What follows belongs to an exercise in optimizing a design on an open flow for small area, a short achievable clock period and few clock cycles per item; a production flow would make more cautious choices. Where RTL was checked, it was by simulation tests only, not by an equivalence proof against the original. No functional check of the RTL was part of runs 1 to 4, 6 and 7. No activity file was given, so power comes from the tool's default toggle rates.

===== flow/config.mk =====
export PLATFORM = sky130hd
export DESIGN_NAME = suma_fp
export DESIGN_NICKNAME = suma_fp
export VERILOG_FILES = /design/flow/design.v
export SDC_FILE = /design/flow/constraint.sdc
export NUM_CORES = 4
export LEC_CHECK = 0
export ABC_AREA = 1
export CAP_MARGIN = 0
export CORE_MARGIN = 2
export CORE_UTILIZATION = 75
export CTS_BUF_LIST = sky130_fd_sc_hd__clkbuf_4
export PLACE_DENSITY = 0.9
export SLEW_MARGIN = 0

===== flow/constraint.sdc =====
create_clock -name core_clock -period 20.0 [get_ports {clk}]
set_input_delay 4.0000 -clock core_clock [delete_from_list [all_inputs] [get_ports {clk}]]
set_output_delay 4.0000 -clock core_clock [all_outputs]
set_load 0.01 [all_outputs]

===== flow/design.v =====
module suma_fp(input clk, input rst, input start, input [31:0] A, B, output [31:0] Y, output done);
wire        sA = A[31], sB = B[31];
wire [7:0]  eA = A[30:23], eB = B[30:23];
wire [23:0] mA = {1'b1, A[22:0]}, mB = {1'b1, B[22:0]};
wire        sub = sA ^ sB;
wire [8:0]  de    = {1'b0, eA} - {1'b0, eB};
wire        e_lt  = de[8];                    
wire [7:0]  d     = de[7:0] ^ {8{e_lt}};
wire [23:0] Xm    = e_lt ? mB : mA;           
wire [23:0] Zm    = e_lt ? {1'b0, mA[23:1]} : mB;    
wire [7:0]  ex    = e_lt ? eB : eA;
wire        xs    = e_lt ? sB : sA;
wire        zs    = e_lt ? sA : sB;
wire        big   = |d[7:5];
wire        far   = big | (d[4] & d[3]) | (e_lt & d[4] & d[2] & d[1] & d[0]);
wire [23:0] Zs    = big ? 24'd0 : (Zm >> d[4:0]);
wire        q     = sub & zs & far;
wire [23:0] opa = Xm ^ {24{sub}};
wire [23:0] p0  = opa ^ Zs;
wire [23:0] G [0:5];
wire [23:0] P [0:5];
assign G[0] = opa & Zs;
assign P[0] = p0;
genvar l, k;
generate
  for (l = 0; l < 5; l = l + 1) begin : lv
    for (k = 0; k < 24; k = k + 1) begin : bt
      if ((k >> l) & 1) begin : cmb
        localparam integer J = ((k >> l) << l) - 1;
        assign G[l+1][k] = G[l][k] | (P[l][k] & G[l][J]);
        assign P[l+1][k] = P[l][k] & P[l][J];
      end else begin : pas
        assign G[l+1][k] = G[l][k];
        assign P[l+1][k] = P[l][k];
      end
    end
  end
endgenerate
wire        cout = G[5][23];
wire        eac  = sub & (q | cout);
wire [23:0] cy   = {G[5][22:0] | (P[5][22:0] & {23{eac}}), eac};
wire [23:0] S    = p0 ^ cy;
wire        inv  = sub & ~q & ~cout;
wire        neg  = sub ? (q | (cout ? zs : xs)) : sA;
reg [24:0] r_q;       
reg        inv_q;     
reg [7:0]  e1_q;      
reg        neg_q;
reg        done_q;
always @(posedge clk) begin
  r_q    <= {~sub & cout, S};
  inv_q  <= inv;
  e1_q   <= ex + 8'd1;
  neg_q  <= neg;
  done_q <= start & ~rst;
end
wire [24:0] rm = {r_q[24], r_q[23:0] ^ {24{inv_q}}};
reg [4:0] lz;
integer i;
always @* begin
  lz = 5'd25;
  for (i = 0; i < 25; i = i + 1)
    if (rm[i]) lz = 5'd24 - i[4:0];
end
wire [24:0] nrm  = rm << lz;
wire        zero = ~|rm;
wire [7:0]  eo   = e1_q - {3'd0, lz};
assign Y    = {neg_q & ~zero, eo & {8{~zero}}, nrm[23:1]};
assign done = done_q;
endmodule

===== flow/flow/run.sh =====
#!/bin/bash
set -e
export BUFFER_PORTS_ARGS="-buffer_cell sky130_fd_sc_hd__buf_1"
export SETUP_SLACK_MARGIN=10.5
bash standard.sh > standard.log 2>&1

===== flow/standard.sh =====
#!/bin/bash
# synth_recipe.tcl (not shown) runs the flow's synth.tcl, then flattens the netlist and writes it again
# the make line also repeats each setting of config.mk as NAME=value (left out here)
make -C /OpenROAD-flow-scripts/flow DESIGN_CONFIG=/design/flow/config.mk WORK_HOME=/design/flow/orfs CLKGATE_MAP_FILE= SYNTH_SCRIPT=/design/flow/synth_recipe.tcl "${@:-finish}"

==> metrics.md, run 1 <==
| Metric | Value |
|---|---|
| Outcome | `finished clean` |
| RSZ-0062 raised after global routing | `false` |
| Hold path startpoint | `rst` |
| Share of the yosys chip area belonging to registers | `11.39%` |
| Netlist cell types | `between 40 and 50` |
| Max-slew headroom | `between 30% and 40%` |
| Synth Instances | `1097` |
| Fin nets | `about 1300` |
| Total gr overflow | `0` |
| Syn Nets | `around 1200` |
| Multi-input gate area | `between 4000 and 5000 µm²` |
| H-tree levels | `2` |
| Power density over the cells | `~120 nW/µm²` |
| Ys flop type | `dfxtp_1` |
| Register bit total from synthesis | `36` |
| Detailed Route WL | `17950 µm` |
| Initial drt markers | `around 620` |
| Hold-critical path depth | `2` |
| Via Count | `around 7500` |
| Buf+Inv Stages, Crit Path | `7` |
| Required time of the critical path | `just over 20 ns` |
| First-pass GRT wire length | `approximately 27000 µm` |
| Layout fillers | `601` |
| Wire length per cell | `14.05 µm` |
| Area contributors post-synth | `nand2_1 16%, dfxtp_1 11%, nand3_1 10%` |
| Fin crit share | `a little under half` |
| Drt via density | `just under 6` |
| FF/Latch Area | `720.7 µm²` |
| Worst-path clk slew | `around 0.11 ns` |
| Dpl hpwl | `roughly 13000 µm` |
| Top-area cell type share of the netlist area | `between 15 and 20%` |
| Synthesized area | `6327 µm²` |
| Max-cap viol count | `0` |
| Max Root-Sink Buffers | `2` |
| Drt drc | `0` |
| Max FO, Critical Path | `15` |
| Vias in the first global route | `around 6300` |
| Routability cong. | `1.020` |
| Post-synth EDFFs | `0` |
| Cts bufs inserted | `5` |
| GRT Overall Usage | `36.50%` |
| Max rail drop VDD | `between 0.04 and 0.05 mV` |
| Leak | `between 3 and 4 nW` |
| First-pass DRT Iterations | `8` |
| Hold Vio Cnt, Final | `0` |
| Setup tns final | `0 ns` |
| Final setup violation count | `0` |
| Slew Viols, Final | `0` |
| Largest net degree at the start of global routing | `59` |
| WHS Endpoint | `done_q$_DFF_P_` |
| Ys Warns | `1` |
| Worst-margin pin slew | `between 0.9 and 1 ns` |
| Synth area leader | `nand2_1` |
| Overall die width | `about 96 µm` |
| CP Launch Type | `input pin` |
| CTS root buf | `clkbuf_4` |
| Ant diodes | `0` |
| Ports | `100` |
| Hold_ws | `3.813 ns` |
| Core area | `8217 µm²` |
| Ys async rst share | `0%` |
| Number of antenna-violating nets in the routed design | `0` |
| Data arrival time of the critical path | `roughly 9.8 ns` |
| Max stage delay on crit path | `0.42 ns` |
| Critical-path top delay cell | `fa_1` |
| Num Clock Sinks | `36` |
| Fin crit period | `approximately 9.5 ns` |
| Min-Delay Path Class | `input pin to flip-flop` |
| F_max | `~0.10 GHz` |
| CTS tree | `yes` |
| Die area | `slightly above 9000 µm²` |
| Cell Rows | `33` |
| Effective utilization at floorplan | `roughly 77%` |
| P&R area growth vs syn | `9.947%` |
| Critical path type | `input pin to flip-flop` |
| Crit path max-delay family | `compound AO/OA/AOI/OAI gates` |
| Initial antenna violation count | `0` |
| Chip Height | `approximately 96 µm` |
| IO buf count | `between 90 and 100` |
| Crit end category | `flip-flop` |
| Syn_area_per_cell | `5.768 µm²` |
| Layout cells sized above 1 | `6.655%` |
[state kept, by name, indices dropped and copies added (netlist names)]
signal  cells
e1_q        8
done_q      1
neg_q       1
inv_q       1
r_q        25
[metal layers]
layer	up-vias	global-route usage, %	wire length [µm]
met5	-	0	0
met4	0	19.29	947
met3	100	4.229	1403
met2	417	64.51	8514
met1	3221	43.07	7080
li1	3712	-	-
[final cells by class]
cell class / count / share of cell area [%]
Clock buffer: 6 / 0.6475
Clock inverter: 2 / 0.5036
Inverter: 147 / 8.022
Multi-Input combinational cell: 868 / 71.30
Sequential cell: 36 / 10.36
Tap cell: 105 / 1.888
Timing Repair Buffer: 113 / 7.284
[synth_stat cells, types with 11 or more instances]
library cell  count
xnor2_1          21
dfxtp_1          36
nor2_1           93
o21ai_0         123
nand2_1         268
a21oi_1          25
clkbuf_1         28
nand3_1         128
o21ai_1          16
xor2_1           58
ha_1             41
inv_1           142
buf_2            11
[through the flow]
stage          std cells  setup WS (ns)  util [%]  total power [mW]  area, µm²
6_report            1277          10.46     84.67            0.8569       6957
3_5_place_dp        1261          9.539     81.27            0.7671       6678
4_1_cts             1271          10.55     82.90            0.8249       6812
3_3_place_gp        1261          9.828     81.27            0.7531       6678
2_1_floorplan       1097          10.54         -            0.6290       6354
5_1_grt             1277          10.24     84.67            0.9546       6957
[report_power, final]
| part | switching (mW) | total (mW) | leakage (nW) | internal [mW] |
|---|---|---|---|---|
| clock | 0.0241 | 0.0517 | 0.0456 | 0.0275 |
| combinational | 0.462 | 0.695 | 3.19 | 0.233 |
| sequential | 0.0133 | 0.110 | 0.303 | 0.0972 |
| total | 0.499 | 0.857 | 3.54 | 0.357 |
[how the worst max path moves through the flow]
stage	depth (start not counted)	from	to	slack, ns
finish	36	A[23]	r_q[18]$_DFF_P_	10.46
global route	36	A[23]	r_q[18]$_DFF_P_	10.24
CTS	34	A[23]	r_q[10]$_DFF_P_	10.55
detailed placement	34	A[23]	r_q[3]$_DFF_P_	9.54
global placement	34	A[23]	r_q[14]$_DFF_P_	9.83
floorplan	39	A[23]	r_q[18]$_DFF_P_	10.54
[timing repair]
item / CTS / global route
resized for setup: 10 / 29
gates cloned: 1 / 2
hold buffers: 0 / 0
pin swaps: 3 / 5
buffers inserted: 1 / 4
setup endpoints to repair: 27 / 25
[cell families after synthesis]
kind of cell             Yosys count  synth area share (%)
AND/OR/NAND/NOR                  532                 36.54
adder cells (fa/ha/maj)           44                 9.057
multiplexers                       3                0.4746
XOR/XNOR                          84                 12.22
flip-flops                        36                 11.39
AO/OA/AOI/OAI                    203                 17.88
buffers and inverters            195                 12.44
[placed cells by master (no fill, tap or decap), types with 3 or more instances in the layout]
cell      netlist  routed
nand2_1       268     266
inv_1         142     139
nand3_1       128     128
o21ai_0       123     109
buf_1           3      99
nor2_1         93      92
xor2_1         58      57
ha_1           41      40
dfxtp_1        36      36
o21ai_1        16      29
a21oi_1        25      22
xnor2_1        21      21
buf_4           1      11
nand2_2         8       8
nand4_1         8       8
o211ai_1        7       7
clkbuf_4        0       7
a211oi_1        6       6
a21o_1          6       6
nand2_4         3       6
inv_2           4       5
a21oi_2         2       5
xnor2_2         5       5
nor3_1          5       5
nand3_2         4       4
mux2i_1         3       3
a31oi_1         6       3
o21bai_2        0       3
fa_1            3       3
==> run 2: changes to the inputs <==
==> flow/flow/run.sh (replaced) <==
#!/bin/bash
set -e
export BUFFER_PORTS_ARGS="-buffer_cell sky130_fd_sc_hd__buf_1"
export SETUP_SLACK_MARGIN=10
bash standard.sh > standard.log 2>&1
--- a/flow/config.mk
+++ b/flow/config.mk
@@ -6,9 +6,9 @@
 export NUM_CORES = 4
 export LEC_CHECK = 0
 export ABC_AREA = 1
-export CAP_MARGIN = 0
+export CAP_MARGIN = 20
 export CORE_MARGIN = 2
-export CORE_UTILIZATION = 75
+export CORE_UTILIZATION = 65
 export CTS_BUF_LIST = sky130_fd_sc_hd__clkbuf_4
-export PLACE_DENSITY = 0.9
-export SLEW_MARGIN = 0
+export PLACE_DENSITY = 0.8
+export SLEW_MARGIN = 20
==> run 2 against run 1 <==
Fmax increased by 0.14%; worst setup slack better by 0.013 ns; hold slack got worse by 0.0069 ns; wire length fell by 5.8%; critical path type unchanged; core utilization down 13 points; flip-flop and latch count stayed put; highest routed layer unchanged; sequential power about the same; critical path depth is the same; non-clock buffer count did not move; power shrank 3.2%.
==> metrics.md, run 2 <==
| Metric | Value |
|---|---|
| Syn Nets | `1208 (unchanged)` |
| Power density over the cells | `120.1 nW/µm² (-2.5%)` |
| Chip Height | `102.7 µm (+7.1%)` |
| Post-synth EDFFs | `0 (unchanged)` |
| Outcome | `finished clean` |
| Vias in the first global route | `6010 (-3.9%)` |
| Max-cap viol count | `0 (unchanged)` |
| Overall die width | `102.7 µm (+7.1%)` |
| Largest net degree at the start of global routing | `60 (+1.7%)` |
| Hold Vio Cnt, Final | `0 (unchanged)` |
| Layout cells sized above 1 | `5.461% (-1.2 points)` |
| Setup ws final | `10.48 ns (+0.01340 ns)` |
| Most frequent cells in the layout | `267 x nand2_1, 140 x inv_1, 128 x nand3_1` |
| Biggest register | `r_q` |
| Effective utilization at floorplan | `65.95% (-11 points)` |
| Commonest non-fill, non-tap cell in the layout | `nand2_1` |
| Cell Rows | `36 (+9.1%)` |
| Syn_area_per_cell | `5.768 µm² (unchanged)` |
| Detailed Route WL | `16910 µm (-5.8%)` |
| Hold-critical path depth | `2 (unchanged)` |
| RSZ-0062 raised after global routing | `false` |
| Top flop regs | `r_q: 25 flops, e1_q: 8 flops` |
| Number of antenna-violating nets in the routed design | `0 (unchanged)` |
| Synth area leader | `nand2_1` |
| Max Root-Sink Buffers | `2 (unchanged)` |
| Num Clock Sinks | `36 (unchanged)` |
| Slew Viols, Final | `0 (unchanged)` |
| Fin nets | `1283 (+0.078%)` |
| Final Util | `71.99% (-13 points)` |
| First-pass GRT wire length | `26780 µm (-2.1%)` |
| Final setup violation count | `0 (unchanged)` |
| Top-area cell type share of the netlist area | `15.90% (unchanged)` |
| CTS tree | `yes` |
| Data arrival time of the critical path | `9.74 ns (-0.05 ns)` |
| Max FO, Critical Path | `57 (+42)` |
| Max stage delay on crit path | `0.39 ns (-0.03 ns)` |
| Cts bufs inserted | `5 (unchanged)` |
| Max rail drop VDD | `0.06085 mV (+25%)` |
| Synth Instances | `1097 (unchanged)` |
| Worst-path clk slew | `0.10 ns (about the same)` |
| CTS root buf | `clkbuf_4` |
| Fin crit share | `47.62% (-0.067 points)` |
| Drt drc | `0 (unchanged)` |
| Most frequent CP cell | `o21ai_0` |
| CP startpoint | `A[23]` |
| F_max | `0.1050 GHz (+0.14%)` |
| Cell with the most instances after synthesis | `nand2_1` |
| IO buf count | `99 (unchanged)` |
| Initial drt markers | `368 (-40%)` |
| Critical path type | `input pin to flip-flop` |
| WHS Endpoint | `done_q$_DFF_P_` |
| Min-Delay Path Class | `input pin to flip-flop` |
| Routability cong. | `0.9977 (-2.2%)` |
| Critical-path top delay cell | `fa_1` |
| Largest register FFs | `25 (unchanged)` |
| Initial antenna violation count | `0 (unchanged)` |
| Dpl hpwl | `13270 µm (+1.2%)` |
| GRT Overall Usage | `30.88% (-5.6 points)` |
| Max-slew headroom | `36.36% (-1.3 points)` |
| H-tree levels | `2 (unchanged)` |
| CP Launch Type | `input pin` |
| Via Count | `7172 (-3.7%)` |
| P&R area growth vs syn | `9.156%` |
| Ports | `100 (unchanged)` |
| First-pass DRT Iterations | `5 (-3)` |
| Wire length per cell | `12.95 µm (-7.8%)` |
| DP Worst Slack | `9.549 ns (+0.01076 ns)` |
| Required time of the critical path | `20.21 ns (-0.05 ns)` |
| Die area | `10540 µm² (+15%)` |
| Total power | `0.8295 mW (-3.2%)` |
| Drt via density | `5.496 (-5.8%)` |
| Fin crit period | `9.525 ns (-0.01340 ns)` |
| Worst-margin pin slew | `0.9523 ns (+0.01929 ns)` |
| Synth cell count leaders | `268 x nand2_1, 142 x inv_1, 128 x nand3_1` |
| Ys Warns | `1 (unchanged)` |
| Crit end category | `flip-flop` |
| Leak | `3.484 nW (-1.6%)` |
| Share of the yosys chip area belonging to registers | `11.39% (unchanged)` |
| Register bit total from synthesis | `36 (unchanged)` |
| Ant diodes | `0 (unchanged)` |
| Ys async rst share | `0% (unchanged)` |
| Setup tns final | `0 ns (unchanged)` |
| Total gr overflow | `0 (unchanged)` |
| Ys flop type | `dfxtp_1` |
| Core area | `9594 µm² (+17%)` |
| Synthesized area | `6327 µm² (unchanged)` |
| Hold path startpoint | `rst` |
| Area contributors post-synth | `nand2_1 16%, dfxtp_1 11%, nand3_1 10%` |
| Netlist cell types | `48 (unchanged)` |
## run 2: cell counts after synthesis
No cell type changed its count.
## run 2: worst max path at each step
| stage | cells past startpoint | to |
|---|---|---|
| 2_1_floorplan | 39 | r_q[18]$_DFF_P_ |
| 3_3_place_gp | 36 | r_q[12]$_DFF_P_ |
| 3_5_place_dp | 34 | r_q[3]$_DFF_P_ |
| 4_1_cts | 36 | r_q[3]$_DFF_P_ |
| 5_1_grt | 34 | r_q[3]$_DFF_P_ |
| 6_report | 36 | r_q[3]$_DFF_P_ |
## run 2: routing by layer
metal	vias up	track usage, %	routed length (µm)
li1	3707	-	-
met2	256	54.20	8064
met3	51	2.305	833
met1	3158	39.59	7369
met4	0	11.49	637
met5	-	0	0
## run 2: logic make-up after synthesis
group | synth area share, %
simple gates | 36.54
compound gates | 17.88
buf+inv | 12.44
xor+xnor | 12.22
fa+ha+maj | 9.057
flops | 11.39
mux | 0.4746
## run 2: timing repair
| action | in CTS | in global routing |
|---|---|---|
| setup endpoints to repair | 16 | 25 |
| gates cloned | 0 | 4 |
| hold buffers | 0 | 0 |
| pin swaps | 0 | 2 |
| buffers inserted | 0 | 5 |
| resized for setup | 2 | 15 |
## run 2: area by class of cell
type | count | area [µm²]
Fill cell | 913 | 2688
Clock inverter | 2 | 7.507
Timing Repair inverter | 2 | 15.01
Multi-Input combinational cell | 867 | 4886
Inverter | 147 | 559.3
Clock buffer | 5 | 37.54
Sequential cell | 36 | 720.7
Timing Repair Buffer | 113 | 514.2
Tap cell | 133 | 166.4
## run 2: worst max-delay path: cells and delay by family
kind	cells	cell delay [ns]
and+or+nand+nor	12	1.38
adders and majority gates	3	0.83
xor gates and xnor gates	1	0.15
AOI/OAI and AO/OA	14	2.53
buffers and inverters	6	0.77
## run 2: stage by stage
stage               area, µm²  hold WS (ns)  instances
finish                   6907         3.806       1305
global route             6907         3.793       1305
CTS                      6766         3.796       1296
detailed placement       6708         4.158       1289
global placement         6708         4.151       1289
floorplan                6327         4.071       1097
## run 2: where the power goes
| part | switching (mW) | internal (mW) | total [mW] | leakage (nW) |
|---|---|---|---|---|
| registers | 0.0124 | 0.0971 | 0.110 | 0.303 |
| clock network | 0.0214 | 0.0123 | 0.0337 | 0.0261 |
| logic | 0.455 | 0.231 | 0.686 | 3.15 |
==> run 3: changes to the inputs <==
--- a/flow/design.v
+++ b/flow/design.v
@@ -3,9 +3,16 @@
 wire [7:0]  eA = A[30:23], eB = B[30:23];
 wire [23:0] mA = {1'b1, A[22:0]}, mB = {1'b1, B[22:0]};
 wire        sub = sA ^ sB;
-wire [8:0]  de    = {1'b0, eA} - {1'b0, eB};
-wire        e_lt  = de[8];                    
-wire [7:0]  d     = de[7:0] ^ {8{e_lt}};
+wire [7:0]  lt0 = ~eA & eB;
+wire [7:0]  eq0 = ~(eA ^ eB);
+wire [3:0]  lt1 = {lt0[7] | (eq0[7] & lt0[6]), lt0[5] | (eq0[5] & lt0[4]),
+                                      lt0[3] | (eq0[3] & lt0[2]), lt0[1] | (eq0[1] & lt0[0])};
+wire [3:0]  eq1 = {eq0[7] & eq0[6], eq0[5] & eq0[4], eq0[3] & eq0[2], eq0[1] & eq0[0]};
+wire [1:0]  lt2 = {lt1[3] | (eq1[3] & lt1[2]), lt1[1] | (eq1[1] & lt1[0])};
+wire        eq2 = eq1[3] & eq1[2];
+wire        e_lt = lt2[1] | (eq2 & lt2[0]);   
+wire [7:0]  de    = eA - eB;
+wire [7:0]  d     = de ^ {8{e_lt}};
 wire [23:0] Xm    = e_lt ? mB : mA;           
 wire [23:0] Zm    = e_lt ? {1'b0, mA[23:1]} : mB;    
 wire [7:0]  ex    = e_lt ? eB : eA;
==> run 3 against run 2 <==
Die area is 2.3% higher; still clean on timing, DRC and antenna; hold slack worse by 0.0042 ns; first-iteration DRC count is 54% higher; highest routed layer unchanged; core utilization is 0.49 points higher; combinational power is 3.9% higher; fmax is 0.53% lower; sequential share of layout area is 0.21 points lower; wire length is 4.0% lower; via count is 0.28% lower; synthesized cell count is 2.6% higher; critical path type unchanged.
==> metrics.md, run 3 <==
| Metric | Value |
|---|---|
| Crit end category | `flip-flop` |
| Leak | `3.554 nW (+2.0%)` |
| Slew Viols, Final | `0 (unchanged)` |
| Met1 wire length | `7302 µm (-0.91%)` |
| H-tree levels | `2 (unchanged)` |
| DR top layer | `met4` |
| Commonest non-fill, non-tap cell in the layout | `nand2_1` |
| Multi-input gate area | `5064 µm² (+3.6%)` |
| Register bit total from synthesis | `36 (unchanged)` |
| Layout fillers | `943 (+3.3%)` |
| Max-cap viol count | `0 (unchanged)` |
| Min-Delay Path Class | `input pin to flip-flop` |
| Final setup violation count | `0 (unchanged)` |
| Via Count | `7152 (-0.28%)` |
| Routability cong. | `0.9760 (-2.2%)` |
| Ant diodes | `0 (unchanged)` |
| Ys Warns | `1 (unchanged)` |
| Vias in the first global route | `6113 (+1.7%)` |
| GRT Overall Usage | `28.75% (-2.1 points)` |
| CTS root buf | `clkbuf_4` |
| Ys flop type | `dfxtp_1` |
| Ys async rst share | `0% (unchanged)` |
| Initial drt markers | `568 (+54%)` |
| Layout cells sized above 1 | `5.259% (-0.20 points)` |
| Fin crit period | `9.576 ns (+0.05100 ns)` |
| Biggest register | `r_q` |
| Total gr overflow | `0 (unchanged)` |
| Drt drc | `0 (unchanged)` |
| Post-Layout Cell Count | `1331 (+2.0%)` |
| Top flop regs | `r_q: 25 flops, e1_q: 8 flops` |
| Placed Cells | `1310 (+1.6%)` |
| Synth cell count leaders | `273 x nand2_1, 142 x inv_1, 133 x nand3_1` |
| Max stage delay on crit path | `0.39 ns (about the same)` |
| Syn Nets | `1242 (+2.8%)` |
| Max rail drop VDD | `0.07096 mV (+17%)` |
| Number of antenna-violating nets in the routed design | `0 (unchanged)` |
| Netlist cell types | `48 (unchanged)` |
| Max FO, Critical Path | `52 (-8.8%)` |
| Most frequent cells in the layout | `272 x nand2_1, 141 x inv_1, 133 x nand3_1` |
| F_max | `0.1044 GHz (-0.53%)` |
| Area contributors post-synth | `nand2_1 16%, dfxtp_1 11%, nand3_1 10%` |
| Drt via density | `5.373 (-2.2%)` |
| Largest net degree at the start of global routing | `53 (-12%)` |
| Cell Rows | `36 (unchanged)` |
| Num Clock Sinks | `36 (unchanged)` |
| Synth area leader | `nand2_1` |
| First-pass GRT wire length | `26650 µm (-0.46%)` |
| Post-synth EDFFs | `0 (unchanged)` |
| Effective utilization at floorplan | `66.60% (+0.65 points)` |
| CTS tree | `yes` |
| RSZ-0062 raised after global routing | `false` |
| CTS Hold Buffers Added | `0 (unchanged)` |
| Largest register FFs | `25 (unchanged)` |
| Worst-margin pin slew | `0.8215 ns (-0.1307 ns)` |
| Top-area cell type share of the netlist area | `15.81% (-0.085 points)` |
| Syn_area_per_cell | `5.760 µm² (-0.14%)` |
| Ports | `100 (unchanged)` |
| Required time of the critical path | `20.26 ns (+0.05 ns)` |
| Outcome | `finished clean` |
| Met2 wire len | `7515 µm (-6.8%)` |
| Cts bufs inserted | `5 (unchanged)` |
| Synthesized area | `6480 µm² (+2.4%)` |
| Core area | `9729 µm² (+1.4%)` |
| Critical path type | `input pin to flip-flop` |
| Synth Instances | `1125 (+2.6%)` |
| Met3 wire length | `776 µm (-6.8%)` |
| CP Launch Type | `input pin` |
| Detailed Route WL | `16220 µm (-4.0%)` |
| Fin nets | `1314 (+2.4%)` |
| IO buf count | `99 (unchanged)` |
| Share of the yosys chip area belonging to registers | `11.12% (-0.27 points)` |
| Dpl hpwl | `12680 µm (-4.5%)` |
| Power density over the cells | `121.4 nW/µm² (+1.1%)` |
| Overall die width | `103.8 µm (+1.2%)` |
| P&R area growth vs syn | `8.824%` |
| Wire length per cell | `12.19 µm (-5.9%)` |
| Hold Vio Cnt, Final | `0 (unchanged)` |
| FF/Latch Area | `720.7 µm² (unchanged)` |
| Fin crit share | `47.88% (+0.25 points)` |
| Most frequent CP cell | `o21ai_0` |
| Max-slew headroom | `45.10% (+8.7 points)` |
| Chip Height | `103.8 µm (+1.2%)` |
| Data arrival time of the critical path | `9.84 ns (+0.10 ns)` |
| Max Root-Sink Buffers | `2 (unchanged)` |
| Initial antenna violation count | `0 (unchanged)` |
| Setup tns final | `0 ns (unchanged)` |
| Die area | `10780 µm² (+2.3%)` |
| Cell with the most instances after synthesis | `nand2_1` |
| Hold-critical path depth | `2 (unchanged)` |
| First-pass DRT Iterations | `6 (+1)` |
| Critical-path top delay cell | `ha_1` |
| Worst-path clk slew | `0.10 ns (about the same)` |
[run 3: kinds of logic (layout without fill, tap and decap cells)]
| kind of cell | count (synthesis) | after routing | share of synthesized area (%) |
|---|---|---|---|
| AOI/OAI and AO/OA | 212 | 212 | 18.32 |
| xor gates and xnor gates | 85 | 86 | 11.84 |
| adders and majority gates | 50 | 50 | 10.00 |
| buffers and inverters | 200 | 270 | 12.57 |
| DFF | 36 | 36 | 11.12 |
| muxes | 1 | 1 | 0.1545 |
| and+or+nand+nor | 541 | 543 | 35.99 |
[run 3: stage by stage]
stage	worst slack [ns]	hold slack (ns)	total power [mW]	util, %	instance area, µm²
global placement	8.870	4.150	0.7959	70.00	6810
global route	9.912	3.811	0.9592	72.48	7052
detailed placement	8.588	4.153	0.8028	70.00	6810
floorplan	10.46	4.071	0.6623	-	6480
CTS	10.02	3.783	0.8433	71.27	6934
finish	10.42	3.802	0.8564	72.48	7052
[run 3: worst paths after layout]
| kind | endpoint | from | slack (ns) |
|---|---|---|---|
| min | done_q$_DFF_P_ | rst | 3.80 |
| max | r_q[12]$_DFF_P_ | A[26] | 10.42 |
[run 3: where the power goes]
group	switching [mW]	internal (mW)	total, mW
logic	0.470	0.243	0.713
clock network	0.0215	0.0129	0.0343
registers	0.0117	0.0977	0.109
total	0.503	0.354	0.856
[run 3: layout make-up]
class                           instances  area share, %
Clock buffer                            5         0.5323
Clock inverter                          3         0.1952
Timing Repair Buffer                  113          6.813
Multi-Input combinational cell        892          71.81
Sequential cell                        36          10.22
Timing Repair inverter                  2         0.1774
Inverter                              147          7.896
Tap cell                              133          2.360
[run 3: routing by layer]
metal / vias up / GRT usage (%)
met5: - / 0
met4: 0 / 10.91
met3: 47 / 1.133
met2: 232 / 49.53
met1: 3057 / 38.07
li1: 3816 / -
[run 3: repair_timing]
item	in CTS	in global routing
gates resized for setup	8	8
cloned	2	3
pin swaps	2	7
buffers inserted	1	7
endpoints found under the setup margin	27	27
[run 3: critical path, delay by kind of cell]
kind            cells  cell delay, ns
compound gates     13            2.29
xor+xnor            1            0.15
simple gates        7            1.06
fa+ha+maj           3            1.10
buf+inv             9            1.02
mux                 1            0.19
==> run 4: changes to the inputs <==
--- a/flow/design.v
+++ b/flow/design.v
@@ -2,17 +2,15 @@
 wire        sA = A[31], sB = B[31];
 wire [7:0]  eA = A[30:23], eB = B[30:23];
 wire [23:0] mA = {1'b1, A[22:0]}, mB = {1'b1, B[22:0]};
-wire        sub = sA ^ sB;
+wire [7:0]  de    = eA - eB;
 wire [7:0]  lt0 = ~eA & eB;
 wire [7:0]  eq0 = ~(eA ^ eB);
 wire [3:0]  lt1 = {lt0[7] | (eq0[7] & lt0[6]), lt0[5] | (eq0[5] & lt0[4]),
-                                      lt0[3] | (eq0[3] & lt0[2]), lt0[1] | (eq0[1] & lt0[0])};
+                   lt0[3] | (eq0[3] & lt0[2]), lt0[1] | (eq0[1] & lt0[0])};
 wire [3:0]  eq1 = {eq0[7] & eq0[6], eq0[5] & eq0[4], eq0[3] & eq0[2], eq0[1] & eq0[0]};
 wire [1:0]  lt2 = {lt1[3] | (eq1[3] & lt1[2]), lt1[1] | (eq1[1] & lt1[0])};
-wire        eq2 = eq1[3] & eq1[2];
-wire        e_lt = lt2[1] | (eq2 & lt2[0]);   
-wire [7:0]  de    = eA - eB;
-wire [7:0]  d     = de ^ {8{e_lt}};
+wire        e_lt = lt2[1] | (eq1[3] & eq1[2] & lt2[0]);    
+wire [7:0]  d     = de[7:0] ^ {8{e_lt}};
 wire [23:0] Xm    = e_lt ? mB : mA;           
 wire [23:0] Zm    = e_lt ? {1'b0, mA[23:1]} : mB;    
 wire [7:0]  ex    = e_lt ? eB : eA;
@@ -21,12 +19,15 @@
 wire        big   = |d[7:5];
 wire        far   = big | (d[4] & d[3]) | (e_lt & d[4] & d[2] & d[1] & d[0]);
 wire [23:0] Zs    = big ? 24'd0 : (Zm >> d[4:0]);
+wire        sub   = sA ^ sB;
 wire        q     = sub & zs & far;
-wire [23:0] opa = Xm ^ {24{sub}};
-wire [23:0] p0  = opa ^ Zs;
+wire [23:0] opa = Xm;
+wire [23:0] opb = Zs ^ {24{sub}};
+wire [23:0] g0  = opa & opb;
+wire [23:0] p0  = opa ^ opb;
 wire [23:0] G [0:5];
 wire [23:0] P [0:5];
-assign G[0] = opa & Zs;
+assign G[0] = g0;
 assign P[0] = p0;
 genvar l, k;
 generate
@@ -44,11 +45,11 @@
   end
 endgenerate
 wire        cout = G[5][23];
-wire        eac  = sub & (q | cout);
+wire        eac  = sub & ~q & cout;
 wire [23:0] cy   = {G[5][22:0] | (P[5][22:0] & {23{eac}}), eac};
 wire [23:0] S    = p0 ^ cy;
-wire        inv  = sub & ~q & ~cout;
-wire        neg  = sub ? (q | (cout ? zs : xs)) : sA;
+wire        inv  = sub & (q | ~cout);
+wire        neg  = sub ? (q | (cout ? xs : zs)) : sA;
 reg [24:0] r_q;       
 reg        inv_q;     
 reg [7:0]  e1_q;      
==> flow/flow/run.sh (replaced) <==
#!/bin/bash
set -e
export BUFFER_PORTS_ARGS="-buffer_cell sky130_fd_sc_hd__buf_1"
export SETUP_SLACK_MARGIN=10.5
bash standard.sh > standard.log 2>&1
==> run 4 against run 3 <==
Core utilization rose by 1.3 points; first-iteration DRC count fell by 15%; final area grew 1.8%; worst setup slack gained 0.40 ns; combinational power rose by 25%; hold slack lost 0.016 ns; sequential share of layout area is 0.18 points lower; wire length grew 4.8%; flip-flop and latch count did not move; fmax grew 4.3%.
==> metrics.md, run 4 <==
| Metric | Value |
|---|---|
| Fin nets | `1322 (+0.61%)` |
| Post-synth EDFFs | `0 (unchanged)` |
| Share of the yosys chip area belonging to registers | `11.15% (+0.032 points)` |
| Ys flop type | `dfxtp_1` |
| CTS tree | `yes` |
| Number of antenna-violating nets in the routed design | `0 (unchanged)` |
| Max stage delay on crit path | `0.36 ns (-0.03 ns)` |
| Core area | `9729 µm² (unchanged)` |
| First-pass GRT wire length | `27020 µm (+1.4%)` |
| Most frequent cells in the layout | `309 x nand2_1, 132 x nand3_1, 128 x inv_1` |
| Max rail drop VDD | `0.08204 mV (+16%)` |
| Worst-margin pin slew | `0.8808 ns (+0.05931 ns)` |
| Drt drc | `0 (unchanged)` |
| XOR/XNOR Fraction of Synth Area | `12.12% (+0.29 points)` |
| Critical-path top delay cell | `ha_2` |
| Top-area cell type share of the netlist area | `18.07% (+2.3 points)` |
| Area contributors post-synth | `nand2_1 18%, dfxtp_1 11%, nand3_1 10%` |
| Critical path type | `input pin to flip-flop` |
| Synth cell count leaders | `311 x nand2_1, 133 x nand3_1, 130 x inv_1` |
| Required time of the critical path | `20.23 ns (-0.03 ns)` |
| Ys async rst share | `0% (unchanged)` |
| CTS Hold Buffers Added | `0 (unchanged)` |
| Simple-gate share of the synthesized area | `37.04% (+1.1 points)` |
| Crit end category | `flip-flop` |
| Commonest non-fill, non-tap cell in the layout | `nand2_1` |
| Final Util | `73.78% (+1.3 points)` |
| Effective utilization at floorplan | `66.41% (-0.19 points)` |
| Via Count | `7233 (+1.1%)` |
| Syn Nets | `1237 (-0.40%)` |
| GRT Overall Usage | `29.49% (+0.73 points)` |
| Overall die width | `103.7 µm (-0.14%)` |
| Fin crit share | `45.90% (-2.0 points)` |
| CTS root buf | `clkbuf_4` |
| Vias in the first global route | `5978 (-2.2%)` |
| Max-cap viol count | `0 (unchanged)` |
| Layout cells sized above 1 | `7.386% (+2.1 points)` |
| Data arrival time of the critical path | `9.41 ns (-0.43 ns)` |
| Detailed Route WL | `17010 µm (+4.8%)` |
| Fin crit period | `9.180 ns (-0.3963 ns)` |
| Synthesized area | `6461 µm² (-0.29%)` |
| Num Clock Sinks | `36 (unchanged)` |
| H-tree levels | `2 (unchanged)` |
| Total power | `1.048 mW (+22%)` |
| Hold Vio Cnt, Final | `0 (unchanged)` |
| Wire length per cell | `12.70 µm (+4.2%)` |
| Post-synthesis mux area share | `0.1549% (+0.00045 points)` |
| Synth Area in Compound Gates | `17.54% (-0.78 points)` |
| IO buf count | `99 (unchanged)` |
| Post-Layout Cell Count | `1339 (+0.60%)` |
| RSZ-0062 raised after global routing | `true` |
| Cts bufs inserted | `5 (unchanged)` |
| Leak | `3.509 nW (-1.3%)` |
| Syn_area_per_cell | `5.769 µm² (+0.16%)` |
| Hold-critical path depth | `2 (unchanged)` |
| Final setup violation count | `0 (unchanged)` |
| P&R area growth vs syn | `11.10%` |
| Worst-path clk slew | `0.10 ns (about the same)` |
| Initial antenna violation count | `1 (+1)` |
| Placed Cells | `1305 (-0.38%)` |
| Slew Viols, Final | `0 (unchanged)` |
| Cell Rows | `36 (unchanged)` |
| Die area | `10750 µm² (-0.28%)` |
| Outcome | `finished clean` |
| WHS Endpoint | `done_q$_DFF_P_` |
| Netlist cell types | `50 (+4.2%)` |
| Placed Area | `6805 µm² (about the same)` |
| Biggest register | `r_q` |
| Layout fillers | `920 (-2.4%)` |
| Initial drt markers | `485 (-15%)` |
| Max FO, Critical Path | `23 (-56%)` |
| Cell with the most instances after synthesis | `nand2_1` |
| Register bit total from synthesis | `36 (unchanged)` |
| Routability cong. | `0.9899 (+1.4%)` |
| Max Root-Sink Buffers | `2 (unchanged)` |
| First-pass DRT Iterations | `7 (+1)` |
| Drt via density | `5.402 (+0.53%)` |
| Total gr overflow | `0 (unchanged)` |
| Power density over the cells | `146.1 nW/µm² (+20%)` |
| Setup tns final | `0 ns (unchanged)` |
| Adder-Cell Fraction of Synth Area | `10.03% (+0.029 points)` |
| Largest register FFs | `25 (unchanged)` |
| Ys Warns | `1 (unchanged)` |
| Min-Delay Path Class | `input pin to flip-flop` |
| Max-slew headroom | `41.13% (-4.0 points)` |
| Buf+Inv Stages, Crit Path | `8 (-1)` |
| Largest net degree at the start of global routing | `74 (+40%)` |
| Ports | `100 (unchanged)` |
| Largest family of logic cells by synthesized area | `simple AND/OR/NAND/NOR gates` |
| Dpl hpwl | `13100 µm (+3.3%)` |
| Synth Instances | `1120 (-0.44%)` |
| Crit path max-delay family | `simple AND/OR/NAND/NOR gates` |
| Hold path startpoint | `rst` |
| F_max | `0.1089 GHz (+4.3%)` |
| CP Launch Type | `input pin` |
| Chip Height | `103.7 µm (-0.14%)` |
| Post-Layout Inst Area | `7178 µm² (+1.8%)` |
| Synth area leader | `nand2_1` |
| Top flop regs | `r_q: 25 flops, e1_q: 8 flops` |
run 4: cells by family after synthesis:
group | after synthesis
AOI/OAI and AO/OA | 201
xor gates and xnor gates | 83
adders and majority gates | 50
buffers and inverters | 191
DFF | 36
muxes | 1
and+or+nand+nor | 558
run 4: layer usage:
layer  global-route usage (%)  wire (µm)
met4                    7.336        335
met2                    52.89       8326
met3                    1.510        848
met1                    38.80       7495
met5                        0          0
run 4: layout make-up:
type	count	area, µm²	share of cell area, %
multi-input cells	894	5085	70.84
repair buffers	126	585.6	8.158
flip-flops and latches	36	720.7	10.04
well taps	133	166.4	2.318
repair inverters	5	31.28	0.4358
clock inverters	1	5.005	0.06972
clock buffers	6	45.04	0.6275
diodes	1	2.502	0.03486
inverters	137	536.8	7.478
run 4: metrics by stage:
step / hold WS (ns) / setup WS, ns
2_1_floorplan: 4.071 / 10.53
3_3_place_gp: 4.150 / 9.670
3_5_place_dp: 4.152 / 9.576
4_1_cts: 3.774 / 10.51
5_1_grt: 3.786 / 10.47
6_report: 3.786 / 10.82
run 4: how the worst max path moves through the flow:
stage | to | slack, ns | cells past startpoint | start
floorplan | r_q[11]$_DFF_P_ | 10.53 | 40 | A[26]
global placement | r_q[9]$_DFF_P_ | 9.67 | 33 | A[26]
detailed placement | r_q[9]$_DFF_P_ | 9.58 | 33 | A[26]
CTS | r_q[11]$_DFF_P_ | 10.51 | 31 | A[26]
global route | r_q[11]$_DFF_P_ | 10.47 | 37 | A[26]
finish | r_q[11]$_DFF_P_ | 10.82 | 37 | A[25]
run 4: what timing repair did:
action | 4_1_cts | 5_1_grt
setup buffers | 0 | 20
gates cloned | 1 | 5
hold endpoints to repair | 0 | 0
resized for setup | 7 | 36
endpoints found under the setup margin | 27 | 28
pin swaps | 1 | 9
run 4: report_power, final:
group / internal (mW) / switching, mW
registers: 0.103 / 0.0150
logic: 0.315 / 0.579
clock network: 0.0143 / 0.0220
==> run 5: changes to the inputs <==
--- a/flow/design.v
+++ b/flow/design.v
@@ -2,14 +2,8 @@
 wire        sA = A[31], sB = B[31];
 wire [7:0]  eA = A[30:23], eB = B[30:23];
 wire [23:0] mA = {1'b1, A[22:0]}, mB = {1'b1, B[22:0]};
-wire [7:0]  de    = eA - eB;
-wire [7:0]  lt0 = ~eA & eB;
-wire [7:0]  eq0 = ~(eA ^ eB);
-wire [3:0]  lt1 = {lt0[7] | (eq0[7] & lt0[6]), lt0[5] | (eq0[5] & lt0[4]),
-                   lt0[3] | (eq0[3] & lt0[2]), lt0[1] | (eq0[1] & lt0[0])};
-wire [3:0]  eq1 = {eq0[7] & eq0[6], eq0[5] & eq0[4], eq0[3] & eq0[2], eq0[1] & eq0[0]};
-wire [1:0]  lt2 = {lt1[3] | (eq1[3] & lt1[2]), lt1[1] | (eq1[1] & lt1[0])};
-wire        e_lt = lt2[1] | (eq1[3] & eq1[2] & lt2[0]);    
+wire [8:0]  de    = {1'b0, eA} - {1'b0, eB};
+wire        e_lt  = de[8];                    
 wire [7:0]  d     = de[7:0] ^ {8{e_lt}};
 wire [23:0] Xm    = e_lt ? mB : mA;           
 wire [23:0] Zm    = e_lt ? {1'b0, mA[23:1]} : mB;    
==> flow/run.sh (new file) <==
#!/bin/bash
# synth_recipe.tcl (not shown) runs the flow's synth.tcl, then flattens the netlist and writes it again
# the make line also repeats each setting of config.mk as NAME=value (left out here)
make -C /OpenROAD-flow-scripts/flow DESIGN_CONFIG=/design/flow/config.mk WORK_HOME=/design/flow/orfs CLKGATE_MAP_FILE= SYNTH_SCRIPT=/design/flow/synth_recipe.tcl finish
--- a/flow/config.mk
+++ b/flow/config.mk
@@ -11,4 +11,5 @@
 export CORE_UTILIZATION = 65
 export CTS_BUF_LIST = sky130_fd_sc_hd__clkbuf_4
 export PLACE_DENSITY = 0.8
+export SETUP_SLACK_MARGIN = 5
 export SLEW_MARGIN = 20
removed: flow/flow/run.sh
removed: flow/standard.sh
==> run 5 against run 4 <==
Via count fell by 2.0%; core utilization rose by 4.8 points; sequential share of layout area fell by 0.16 points; critical path depth rose by 3; final area rose by 1.6%; global-route usage rose by 3.0 points; count of clock-buffer cells in the layout fell by 1; largest cell class unchanged.
==> metrics.md, run 5 <==
| Metric | Value |
|---|---|
| Fin nets | `1259 (-4.8%)` |
| Ys async rst share | `0% (unchanged)` |
| Crit end category | `flip-flop` |
| Synthesized area | `6272 µm² (-2.9%)` |
| Total gr overflow | `0 (unchanged)` |
| Met2 capacity usage during global routing | `59.21% (+6.3 points)` |
| Area contributors post-synth | `nand2_1 16%, dfxtp_1 11%, nand3_1 11%` |
| Drt drc | `0 (unchanged)` |
| Cell with the most instances after synthesis | `nand2_1` |
| Commonest non-fill, non-tap cell in the layout | `nand2_1` |
| Syn Nets | `1194 (-3.5%)` |
| Via Count | `7087 (-2.0%)` |
| Post-CTS Setup Bufs | `0 (unchanged)` |
| Fin crit share | `55.31% (+9.4 points)` |
| IO buf count | `99 (unchanged)` |
| Data arrival time of the critical path | `11.28 ns (+1.87 ns)` |
| Worst-margin pin slew | `0.7675 ns (-0.1134 ns)` |
| Ys Warns | `1 (unchanged)` |
| Largest net degree at the start of global routing | `69 (-6.8%)` |
| Drt via density | `5.545 (+2.7%)` |
| Post-CTS sizing | `0 (-7)` |
| Ant diodes | `0 (-1)` |
| Effective utilization at floorplan | `67.56% (+1.2 points)` |
| CP Launch Type | `input pin` |
| Top-area cell type share of the netlist area | `16.34% (-1.7 points)` |
| Worst-path clk slew | `0.11 ns (about the same)` |
| CTS root buf | `clkbuf_4` |
| Cts bufs inserted | `5 (unchanged)` |
| Top flop regs | `r_q: 25 flops, e1_q: 8 flops` |
| Initial antenna violation count | `0 (-1)` |
| Min-Delay Path Class | `input pin to flip-flop` |
| Final setup violation count | `0 (unchanged)` |
| Max-cap viol count | `0 (unchanged)` |
| Dpl hpwl | `13920 µm (+6.2%)` |
| Initial drt markers | `422 (-13%)` |
| First-pass GRT wire length | `27900 µm (+3.3%)` |
| Max rail drop VDD | `0.09049 mV (+10%)` |
| Biggest register | `r_q` |
| Synth area leader | `nand2_1` |
| Ports | `100 (unchanged)` |
| Layout cells sized above 1 | `5.135% (-2.3 points)` |
| Critical-path top delay cell | `ha_1` |
| Met3 GRT Util | `1.300% (-0.21 points)` |
| Share of the yosys chip area belonging to registers | `11.49% (+0.34 points)` |
| Number of antenna-violating nets in the routed design | `0 (unchanged)` |
| F_max | `0.09040 GHz (-17%)` |
| First-pass DRT Iterations | `5 (-2)` |
| Buf+Inv Stages, Crit Path | `7 (-1)` |
| RSZ-0062 raised after global routing | `false` |
| Detailed Route WL | `16740 µm (-1.5%)` |
| H-tree levels | `2 (unchanged)` |
| Core area | `9284 µm² (-4.6%)` |
| Slew Viols, Final | `0 (unchanged)` |
| Max Root-Sink Buffers | `2 (unchanged)` |
| FF/Latch Area | `720.7 µm² (unchanged)` |
| Leak | `3.505 nW (-0.11%)` |
| Netlist cell types | `47 (-6.0%)` |
| GRT Overall Usage | `32.51% (+3.0 points)` |
| Synth cell count leaders | `273 x nand2_1, 138 x nand3_1, 121 x inv_1` |
| Num Clock Sinks | `36 (unchanged)` |
| P&R area growth vs syn | `16.24%` |
| Max FO, Critical Path | `68 (+200%)` |
| Fin crit period | `11.06 ns (+1.882 ns)` |
| Post-synth EDFFs | `0 (unchanged)` |
| Overall die width | `102.2 µm (-1.4%)` |
| Max-slew headroom | `48.75% (+7.6 points)` |
| Most frequent CP cell | `nor2_1` |
| Layout fillers | `756 (-18%)` |
| Critical path type | `input pin to flip-flop` |
| Synth Instances | `1084 (-3.2%)` |
| Routability cong. | `0.9946 (+0.47%)` |
| Outcome | `finished clean` |
| Die area | `10450 µm² (-2.8%)` |
| Total power | `1.088 mW (+3.8%)` |
| Most frequent cells in the layout | `273 x nand2_1, 138 x nand3_1, 121 x inv_1` |
| Multi-input gate area | `4811 µm² (-5.4%)` |
| Largest register FFs | `25 (unchanged)` |
| Chip Height | `102.2 µm (-1.4%)` |
| CTS tree | `yes` |
| Crit path max-delay family | `simple AND/OR/NAND/NOR gates` |
| Syn_area_per_cell | `5.786 µm² (+0.30%)` |
| Vias in the first global route | `6256 (+4.7%)` |
| Hold Vio Cnt, Final | `0 (unchanged)` |
| Max stage delay on crit path | `0.79 ns (+0.43 ns)` |
| Required time of the critical path | `20.22 ns (about the same)` |
| CTS Hold Buffers Added | `0 (unchanged)` |
| Most used routing layer | `met2` |
| Met1 Usage GRT | `40.89% (+2.1 points)` |
| Register bit total from synthesis | `36 (unchanged)` |
| Power density over the cells | `149.2 nW/µm² (+2.2%)` |
| Ys flop type | `dfxtp_1` |
| Setup tns final | `0 ns (unchanged)` |
| Wire length per cell | `13.10 µm (+3.2%)` |
| Cell Rows | `35 (-2.8%)` |
==> run 5: area by class of cell <==
cell class / count / area share [%]
Multi-Input combinational cell: 864 / 65.99
Timing Repair Buffer: 105 / 14.21
Sequential cell: 36 / 9.885
Inverter: 137 / 7.088
Tap cell: 129 / 2.214
Clock buffer: 5 / 0.5148
Clock inverter: 2 / 0.1030
==> run 5: layer usage <==
metal | up-vias | routed length (µm)
li1 | 3673 | -
met1 | 3077 | 7163
met2 | 294 | 8136
met3 | 43 | 945
met4 | 0 | 498
met5 | - | 0
==> run 5: logic make-up after synthesis <==
logic type	after synthesis	synth area share [%]
fa+ha+maj	43	8.937
compound gates	213	19.33
simple gates	524	35.93
flops	36	11.49
buf+inv	184	11.81
xor+xnor	84	12.51
==> run 5: worst paths after layout <==
check	cells after the start	start	slack, ns	to
max	40	B[23]	8.94	r_q[15]$_DFF_P_
min	3	start	4.19	done_q$_DFF_P_
==> run 5: per-stage QoR <==
step           util (%)  setup WS [ns]  hold slack [ns]  instances  area, µm²
3_3_place_gp      78.05          8.964            4.520       1271       7246
6_report          78.53          8.939            4.188       1278       7291
4_1_cts           78.53          9.100            4.188       1278       7291
5_1_grt           78.53          8.198            4.206       1278       7291
3_5_place_dp      78.05          8.764            4.538       1271       7246
2_1_floorplan         -          10.06            4.071       1084       6272
==> run 5: report_power, final <==
| part | switching [mW] | internal (mW) |
|---|---|---|
| Clock | 0.0231 | 0.0123 |
| Combinational | 0.555 | 0.381 |
| Sequential | 0.0147 | 0.103 |
Testbench counts of run 5, summed over its fixed seeds: cycles 3,200, items 3,200.
==> run 6: changes to the inputs <==
--- a/flow/design.v
+++ b/flow/design.v
@@ -15,18 +15,21 @@
 wire [23:0] Zs    = big ? 24'd0 : (Zm >> d[4:0]);
 wire        sub   = sA ^ sB;
 wire        q     = sub & zs & far;
-wire [23:0] opa = Xm;
+wire        e_eq = ~|de;
+wire        m_gt = A[22:0] > B[22:0];
+wire        xgt  = ~e_eq | m_gt;              
+wire        eac  = sub & ~q & xgt;
+wire        inv  = sub & (q | ~xgt);
 wire [23:0] opb = Zs ^ {24{sub}};
-wire [23:0] g0  = opa & opb;
-wire [23:0] p0  = opa ^ opb;
-wire [23:0] G [0:5];
-wire [23:0] P [0:5];
-assign G[0] = g0;
-assign P[0] = p0;
+wire [24:0] G [0:5];
+wire [24:0] P [0:5];
+wire [23:0] p0 = Xm ^ opb;
+assign G[0] = {Xm & opb, eac};
+assign P[0] = {p0, 1'b0};
 genvar l, k;
 generate
   for (l = 0; l < 5; l = l + 1) begin : lv
-    for (k = 0; k < 24; k = k + 1) begin : bt
+    for (k = 0; k < 25; k = k + 1) begin : bt
       if ((k >> l) & 1) begin : cmb
         localparam integer J = ((k >> l) << l) - 1;
         assign G[l+1][k] = G[l][k] | (P[l][k] & G[l][J]);
@@ -38,12 +41,9 @@
     end
   end
 endgenerate
-wire        cout = G[5][23];
-wire        eac  = sub & ~q & cout;
-wire [23:0] cy   = {G[5][22:0] | (P[5][22:0] & {23{eac}}), eac};
-wire [23:0] S    = p0 ^ cy;
-wire        inv  = sub & (q | ~cout);
-wire        neg  = sub ? (q | (cout ? xs : zs)) : sA;
+wire        cout = G[5][24];
+wire [23:0] S    = p0 ^ G[5][23:0];
+wire        neg  = sub ? (q | (xgt ? xs : zs)) : sA;
 reg [24:0] r_q;       
 reg        inv_q;     
 reg [7:0]  e1_q;      
==> flow/flow/run.sh (new file) <==
#!/bin/bash
set -e
export BUFFER_PORTS_ARGS="-buffer_cell sky130_fd_sc_hd__buf_1"
export SETUP_SLACK_MARGIN=10.5
bash standard.sh > standard.log 2>&1
==> flow/standard.sh (new file) <==
#!/bin/bash
# synth_recipe.tcl (not shown) runs the flow's synth.tcl, then flattens the netlist and writes it again
# the make line also repeats each setting of config.mk as NAME=value (left out here)
make -C /OpenROAD-flow-scripts/flow DESIGN_CONFIG=/design/flow/config.mk WORK_HOME=/design/flow/orfs CLKGATE_MAP_FILE= SYNTH_SCRIPT=/design/flow/synth_recipe.tcl "${@:-finish}"
--- a/flow/config.mk
+++ b/flow/config.mk
@@ -11,5 +11,4 @@
 export CORE_UTILIZATION = 65
 export CTS_BUF_LIST = sky130_fd_sc_hd__clkbuf_4
 export PLACE_DENSITY = 0.8
-export SETUP_SLACK_MARGIN = 5
 export SLEW_MARGIN = 20
removed: flow/run.sh
==> run 6 against run 5 <==
Combinational power fell by 5.8%; flip-flop and latch count did not move; area after synthesis rose by 7.1%; largest cell class unchanged; cell count rose by 7.0%; non-clock buffer count rose by 12; die area rose by 6.9%; worst setup slack improved by 1.9 ns; sequential share of layout area fell by 0.25 points; largest power group unchanged; core utilization fell by 5.1 points; clock power fell by 3%.
==> metrics.md, run 6 <==
| Metric | Value |
|---|---|
| Worst-path clk slew | `0.10 ns (about the same)` |
| Drt via density | `5.571 (+0.46%)` |
| Ys Warns | `1 (unchanged)` |
| Drt drc | `0 (unchanged)` |
| Slew Viols, Final | `0 (unchanged)` |
| CTS root buf | `clkbuf_4` |
| Area contributors post-synth | `nand2_1 17%, ha_1 12%, dfxtp_1 11%` |
| Number of antenna-violating nets in the routed design | `0 (unchanged)` |
| First-pass DRT Iterations | `7 (+2)` |
| Sw Ratio | `59.50% (+5.1 points)` |
| Ys async rst share | `0% (unchanged)` |
| IO buf count | `99 (unchanged)` |
| Share of the yosys chip area belonging to registers | `10.72% (-0.77 points)` |
| Top-area cell type share of the netlist area | `17.26% (+0.92 points)` |
| Via Count | `7621 (+7.5%)` |
| Ant diodes | `0 (unchanged)` |
| Routability cong. | `0.9667 (-2.8%)` |
| Synth Instances | `1151 (+6.2%)` |
| Biggest register | `r_q` |
| Psw | `0.6142 mW (+3.7%)` |
| Data arrival time of the critical path | `9.44 ns (-1.84 ns)` |
| Overall die width | `105.7 µm (+3.4%)` |
| Critical path type | `input pin to flip-flop` |
| Clock group share of total power | `3.3% (about the same)` |
| Max-slew headroom | `52.82% (+4.1 points)` |
| Outcome | `finished clean` |
| Syn_area_per_cell | `5.839 µm² (+0.90%)` |
| Commonest non-fill, non-tap cell in the layout | `nand2_1` |
| Setup tns final | `0 ns (unchanged)` |
| Most frequent cells in the layout | `303 x nand2_1, 141 x inv_1, 119 x nand3_1` |
| DP Worst Slack | `9.026 ns (+0.2623 ns)` |
| Ports | `100 (unchanged)` |
| Largest register FFs | `25 (unchanged)` |
| Cell with the most instances after synthesis | `nand2_1` |
| Post-synth EDFFs | `0 (unchanged)` |
| Total gr overflow | `0 (unchanged)` |
| Fin crit period | `9.202 ns (-1.859 ns)` |
| GRT Overall Usage | `32.77% (+0.26 points)` |
| Die area | `11170 µm² (+6.9%)` |
| Netlist cell types | `51 (+8.5%)` |
| Dpl hpwl | `14550 µm (+4.5%)` |
| F_max | `0.1087 GHz (+20%)` |
| Power density over the cells | `138.0 nW/µm² (-7.5%)` |
| H-tree levels | `2 (unchanged)` |
| Hold Vio Cnt, Final | `0 (unchanged)` |
| Cts bufs inserted | `5 (unchanged)` |
| Max-cap viol count | `0 (unchanged)` |
| Max FO, Critical Path | `17 (-75%)` |
| P&R area growth vs syn | `11.34%` |
| Initial drt markers | `608 (+44%)` |
| Final setup violation count | `0 (unchanged)` |
| Vias in the first global route | `6779 (+8.4%)` |
| Required time of the critical path | `20.23 ns (about the same)` |
| First-pass GRT wire length | `30660 µm (+9.9%)` |
| Cell Rows | `37 (+5.7%)` |
| P_int | `0.4181 mW (-16%)` |
| Ys flop type | `dfxtp_1` |
| Top flop regs | `r_q: 25 flops, e1_q: 8 flops` |
| Worst-margin pin slew | `0.7071 ns (-0.06041 ns)` |
| Chip Height | `105.7 µm (+3.4%)` |
| Num Clock Sinks | `36 (unchanged)` |
| Critical-path top delay cell | `fa_2` |
| Effective utilization at floorplan | `65.98% (-1.6 points)` |
| CTS Hold Buffers Added | `0 (unchanged)` |
| CP Launch Type | `input pin` |
| Crit end category | `flip-flop` |
| Largest net degree at the start of global routing | `51 (-26%)` |
| Hold_ws | `3.802 ns (-0.3862 ns)` |
| Syn Nets | `1287 (+7.8%)` |
| Max stage delay on crit path | `0.40 ns (-0.39 ns)` |
| Synth cell count leaders | `309 x nand2_1, 145 x inv_1, 126 x o21ai_0` |
| Max Root-Sink Buffers | `2 (unchanged)` |
| Initial antenna violation count | `0 (unchanged)` |
| Synth area leader | `nand2_1` |
| Wire length per cell | `13.61 µm (+3.9%)` |
| Final Util | `73.46% (-5.1 points)` |
| Setup ws final | `10.80 ns (+1.859 ns)` |
| Sequential share of power | `11.3% (+0.5 points)` |
| Most frequent CP cell | `a21oi_2` |
| Min-Delay Path Class | `input pin to flip-flop` |
| Logic pwr share | `85.3% (-0.7 points)` |
| Core area | `10180 µm² (+9.7%)` |
| Detailed Route WL | `18620 µm (+11%)` |
| Total power | `1.032 mW (-5.1%)` |
| Layout cells sized above 1 | `7.711% (+2.6 points)` |
| RSZ-0062 raised after global routing | `false` |
| Register bit total from synthesis | `36 (unchanged)` |
| Max rail drop VDD | `0.09372 mV (+3.6%)` |
| CTS tree | `yes` |
| Synthesized area | `6720 µm² (+7.1%)` |
| Fin crit share | `46.01% (-9.3 points)` |
| Leak | `3.695 nW (+5.4%)` |
| Fin nets | `1367 (+8.6%)` |
-- run 6: logic make-up after synthesis --
| group | count (synthesis) | synth area share, % |
|---|---|---|
| xor+xnor | 77 | 10.59 |
| mux | 2 | 0.2979 |
| buf+inv | 201 | 11.97 |
| fa+ha+maj | 69 | 13.63 |
| flops | 36 | 10.72 |
| simple gates | 551 | 34.95 |
| compound gates | 215 | 17.84 |
-- run 6: metal layers --
metal  track usage (%)  routed length [µm]  vias to the layer above
met5                 0                   0                        -
met4             12.31                 616                        0
met3             1.484                 951                       34
met2             57.93                8917                      255
met1             42.09                8129                     3395
li1                  -                   -                     3937
-- run 6: area by class of cell --
cell class                 instances  area, µm²
fill                             976       2703
inverter                         152      600.6
timing repair inverter             1      8.758
clock inverter                     3      13.76
timing repair buffer             117      513.0
tap                              136      170.2
multi-input combinational        918       5418
clock buffer                       5      37.54
sequential                        36      720.7
-- run 6: power by group through the flow --
stage               sequential [mW]  combinational (mW)  clock [mW]
global route                  0.120               0.992      0.0384
detailed placement            0.119               0.842           0
floorplan                     0.116               0.665           0
CTS                           0.117               0.851      0.0352
finish                        0.117               0.881      0.0345
global placement              0.117               0.832           0
-- run 6: path summary, 6_finish.rpt --
kind / from / end / slack [ns] / depth (start not counted)
max: A[23] / r_q[16]$_DFF_P_ / 10.80 / 37
min: rst / done_q$_DFF_P_ / 3.80 / 2
-- run 6: repair_timing --
item / in CTS / in global routing
pin swaps: 4 / 12
setup buffers: 2 / 8
setup endpoints to repair: 14 / 11
gates cloned: 3 / 2
resized for setup: 11 / 37
-- run 6: through the flow --
step           area (µm²)  instances
2_1_floorplan        6888       1151
3_3_place_gp         7202       1345
3_5_place_dp         7202       1345
4_1_cts              7340       1358
5_1_grt              7482       1368
6_report             7482       1368
-- run 6: worst max-delay path: cells and delay by family --
family / cells / cell delay (ns)
xor gates and xnor gates: 2 / 0.30
and+or+nand+nor: 11 / 1.04
adders and majority gates: 5 / 1.63
AOI/OAI and AO/OA: 14 / 2.02
buffers and inverters: 5 / 0.45
==> run 7: changes to the inputs <==
--- a/flow/design.v
+++ b/flow/design.v
@@ -15,35 +15,9 @@
 wire [23:0] Zs    = big ? 24'd0 : (Zm >> d[4:0]);
 wire        sub   = sA ^ sB;
 wire        q     = sub & zs & far;
-wire        e_eq = ~|de;
-wire        m_gt = A[22:0] > B[22:0];
-wire        xgt  = ~e_eq | m_gt;              
-wire        eac  = sub & ~q & xgt;
-wire        inv  = sub & (q | ~xgt);
-wire [23:0] opb = Zs ^ {24{sub}};
-wire [24:0] G [0:5];
-wire [24:0] P [0:5];
-wire [23:0] p0 = Xm ^ opb;
-assign G[0] = {Xm & opb, eac};
-assign P[0] = {p0, 1'b0};
-genvar l, k;
-generate
-  for (l = 0; l < 5; l = l + 1) begin : lv
-    for (k = 0; k < 25; k = k + 1) begin : bt
-      if ((k >> l) & 1) begin : cmb
-        localparam integer J = ((k >> l) << l) - 1;
-        assign G[l+1][k] = G[l][k] | (P[l][k] & G[l][J]);
-        assign P[l+1][k] = P[l][k] & P[l][J];
-      end else begin : pas
-        assign G[l+1][k] = G[l][k];
-        assign P[l+1][k] = P[l][k];
-      end
-    end
-  end
-endgenerate
-wire        cout = G[5][24];
-wire [23:0] S    = p0 ^ G[5][23:0];
-wire        neg  = sub ? (q | (xgt ? xs : zs)) : sA;
+wire [23:0] S;
+wire        cout, inv, neg;
+fpa_add u_add(.xf(Xm[22:0]), .zs(Zs), .sub(sub), .q(q), .xsg(xs), .zsg(zs), .S(S), .cout(cout), .inv(inv), .neg(neg));
 reg [24:0] r_q;       
 reg        inv_q;     
 reg [7:0]  e1_q;      
@@ -70,3 +44,34 @@
 assign Y    = {neg_q & ~zero, eo & {8{~zero}}, nrm[23:1]};
 assign done = done_q;
 endmodule
+module fpa_add(input [22:0] xf, input [23:0] zs, input sub, q, xsg, zsg,
+               output [23:0] S, output cout, inv, neg);
+wire [23:0] opa = {1'b1, xf};
+wire [23:0] opb = zs ^ {24{sub}};
+wire [23:0] p0  = opa ^ opb;
+wire [23:0] G [0:5];
+wire [23:0] P [0:5];
+assign G[0] = opa & opb;
+assign P[0] = p0;
+genvar l, k;
+generate
+  for (l = 0; l < 5; l = l + 1) begin : lv
+    for (k = 0; k < 24; k = k + 1) begin : bt
+      if ((k >> l) & 1) begin : cmb
+        localparam integer J = ((k >> l) << l) - 1;
+        assign G[l+1][k] = G[l][k] | (P[l][k] & G[l][J]);
+        assign P[l+1][k] = P[l][k] & P[l][J];
+      end else begin : pas
+        assign G[l+1][k] = G[l][k];
+        assign P[l+1][k] = P[l][k];
+      end
+    end
+  end
+endgenerate
+assign      cout = G[5][23];
+wire        eac  = sub & ~q & cout;
+wire [23:0] cy   = {G[5][22:0] | (P[5][22:0] & {23{eac}}), eac};
+assign      S    = p0 ^ cy;
+assign      inv  = sub & (q | ~cout);
+assign      neg  = sub ? (q | (cout ? xsg : zsg)) : xsg;
+endmodule
==> flow/flow/run.sh (replaced) <==
#!/bin/bash
set -e
export BUFFER_PORTS_ARGS="-buffer_cell sky130_fd_sc_hd__buf_1"
export SETUP_SLACK_MARGIN=11.5
bash standard.sh > standard.log 2>&1
--- a/flow/config.mk
+++ b/flow/config.mk
@@ -12,3 +12,4 @@
 export CTS_BUF_LIST = sky130_fd_sc_hd__clkbuf_4
 export PLACE_DENSITY = 0.8
 export SLEW_MARGIN = 20
+export SYNTH_HIERARCHICAL = 1
==> run 7 against run 6 <==
Fmax up 11%; hold slack got worse by 0.020 ns; first-iteration DRC count grew 60%; area after synthesis grew 4.4%; flip-flop and latch count unchanged; non-clock buffer count grew 9; still clean on timing, DRC and antenna; largest power group unchanged.
==> metrics.md, run 7 <==
| Metric | Value |
|---|---|
| Outcome | `finished clean` |
| Critical path type | `input pin to flip-flop` |
| Final setup violation count | `0 (unchanged)` |
| Synth Instances | `1243 (+8.0%)` |
| Clock group share of total power | `3.1% (-0.2 points)` |
| Adder-Cell Fraction of Synth Area | `7.702% (-5.9 points)` |
| Area contributors post-synth | `nand2_1 19%, nand3_1 11%, dfxtp_1 10%` |
| Max Root-Sink Buffers | `2 (unchanged)` |
| Cell Rows | `37 (unchanged)` |
| XOR/XNOR Fraction of Synth Area | `8.825% (-1.8 points)` |
| Crit end category | `flip-flop` |
| Cts bufs inserted | `5 (unchanged)` |
| Syn Nets | `1352 (+5.1%)` |
| Fin crit share | `41.55% (-4.5 points)` |
| RSZ-0062 raised after global routing | `false` |
| Synth Area in Compound Gates | `16.26% (-1.6 points)` |
| Synth cell count leaders | `348 x nand2_1, 153 x nand3_1, 150 x inv_1` |
| Simple-gate share of the synthesized area | `43.63% (+8.7 points)` |
| Layout cells sized above 1 | `12.37% (+4.7 points)` |
| Cell with the most instances after synthesis | `nand2_1` |
| Critical-path top delay cell | `ha_1` |
| Sw Ratio | `60.99% (+1.5 points)` |
| Ant diodes | `0 (unchanged)` |
| Fin nets | `1442 (+5.5%)` |
| Top-area cell type share of the netlist area | `18.61% (+1.4 points)` |
| Max rail drop VDD | `0.1629 mV (+74%)` |
| Ys async rst share | `0% (unchanged)` |
| Psw | `0.7668 mW (+25%)` |
| Ys Warns | `8 (+7)` |
| Hold Vio Cnt, Final | `0 (unchanged)` |
| Die area | `11640 µm² (+4.3%)` |
| First-pass DRT Iterations | `7 (unchanged)` |
| Power density over the cells | `157.0 nW/µm² (+14%)` |
| Setup tns final | `0 ns (unchanged)` |
| Number of antenna-violating nets in the routed design | `0 (unchanged)` |
| Sequential share of power | `9.6% (-1.7 points)` |
| Biggest register | `r_q` |
| Max FO, Critical Path | `14 (-3)` |
| Most frequent cells in the layout | `343 x nand2_1, 151 x nand3_1, 146 x inv_1` |
| Wire length per cell | `14.58 µm (+7.2%)` |
| Drt drc | `0 (unchanged)` |
| Effective utilization at floorplan | `67.38% (+1.4 points)` |
| CTS Hold Buffers Added | `0 (unchanged)` |
| Syn_area_per_cell | `5.646 µm² (-3.3%)` |
| H-tree levels | `2 (unchanged)` |
| Worst-margin pin slew | `1.065 ns (+0.3580 ns)` |
| Routability cong. | `1.012 (+4.7%)` |
| Post-synthesis mux area share | `0.1426% (-0.16 points)` |
| DP Worst Slack | `10.03 ns (+1.006 ns)` |
==> run 7: metal layers <==
metal	wire, µm	track usage, %	up-vias	part of all wire (%)
met3	2099	5.206	42	9.8
met5	0	0	-	0
li1	-	-	4215	-
met2	9929	57.95	448	46
met1	9026	45.68	3769	42
met4	379	6.410	0	1.8
==> run 7: worst max path at each step <==
stage / from / endpoint / slack (ns) / depth (start not counted)
finish: A[23] / r_q[19]$_DFF_P_ / 11.69 / 28
global route: inv_q$_DFF_P_ / Y[29] / 11.42 / 36
CTS: inv_q$_DFF_P_ / Y[30] / 11.55 / 24
detailed placement: A[23] / r_q[22]$_DFF_P_ / 10.03 / 31
global placement: A[23] / r_q[3]$_DFF_P_ / 10.19 / 33
floorplan: A[23] / r_q[6]$_DFF_P_ / 11.51 / 40
==> run 7: kinds of logic (layout without fill, tap and decap cells) <==
kind of cell,after synthesis,after routing
xor gates and xnor gates,63,64
DFF,36,36
and+or+nand+nor,677,684
adders and majority gates,42,42
AOI/OAI and AO/OA,208,209
buffers and inverters,216,298
muxes,1,1
==> run 7: area by class of cell <==
class                           count  area [µm²]  area share (%)
Multi-Input combinational cell   1000        5753           71.83
Sequential cell                    36       724.4           9.045
Timing Repair Buffer              126       664.4           8.296
Inverter                          163       635.6           7.936
Tap cell                          136       170.2           2.125
Clock buffer                        5       37.54          0.4687
Clock inverter                      3       18.77          0.2343
Timing Repair inverter              1       5.005         0.06249
==> run 7: power by group through the flow <==
stage	clock (mW)	sequential (mW)	combinational (mW)
after floorplan	0	0.118	0.781
after global placement	0	0.121	0.965
after detailed placement	0	0.122	0.976
after CTS	0.0398	0.120	0.995
after global routing	0.0429	0.124	1.22
final	0.0387	0.121	1.10
==> run 7: what timing repair did <==
action / CTS / global route
hold endpoints to repair: 0 / 0
pin swaps: 5 / 21
setup endpoints to repair: 29 / 31
gates cloned: 4 / 7
resized for setup: 16 / 72
setup buffers: 3 / 16
==> run 7: Yosys stat by module, one instance, submodules excluded <==
module,cells,flip-flops and latches
fpa_add,347,0
suma_fp,896,36
==> run 7: metrics by stage <==
| step | std cells | cell area, µm² | hold slack (ns) | total power [mW] | util (%) |
|---|---|---|---|---|---|
| finish | 1470 | 8009 | 3.781 | 1.257 | 76.89 |
| global route | 1470 | 8009 | 3.776 | 1.386 | 76.89 |
| CTS | 1447 | 7541 | 3.768 | 1.155 | 72.40 |
| detailed placement | 1432 | 7348 | 4.155 | 1.098 | 70.55 |
| global placement | 1432 | 7348 | 4.149 | 1.086 | 70.55 |
| floorplan | 1243 | 7052 | 4.071 | 0.8998 | - |
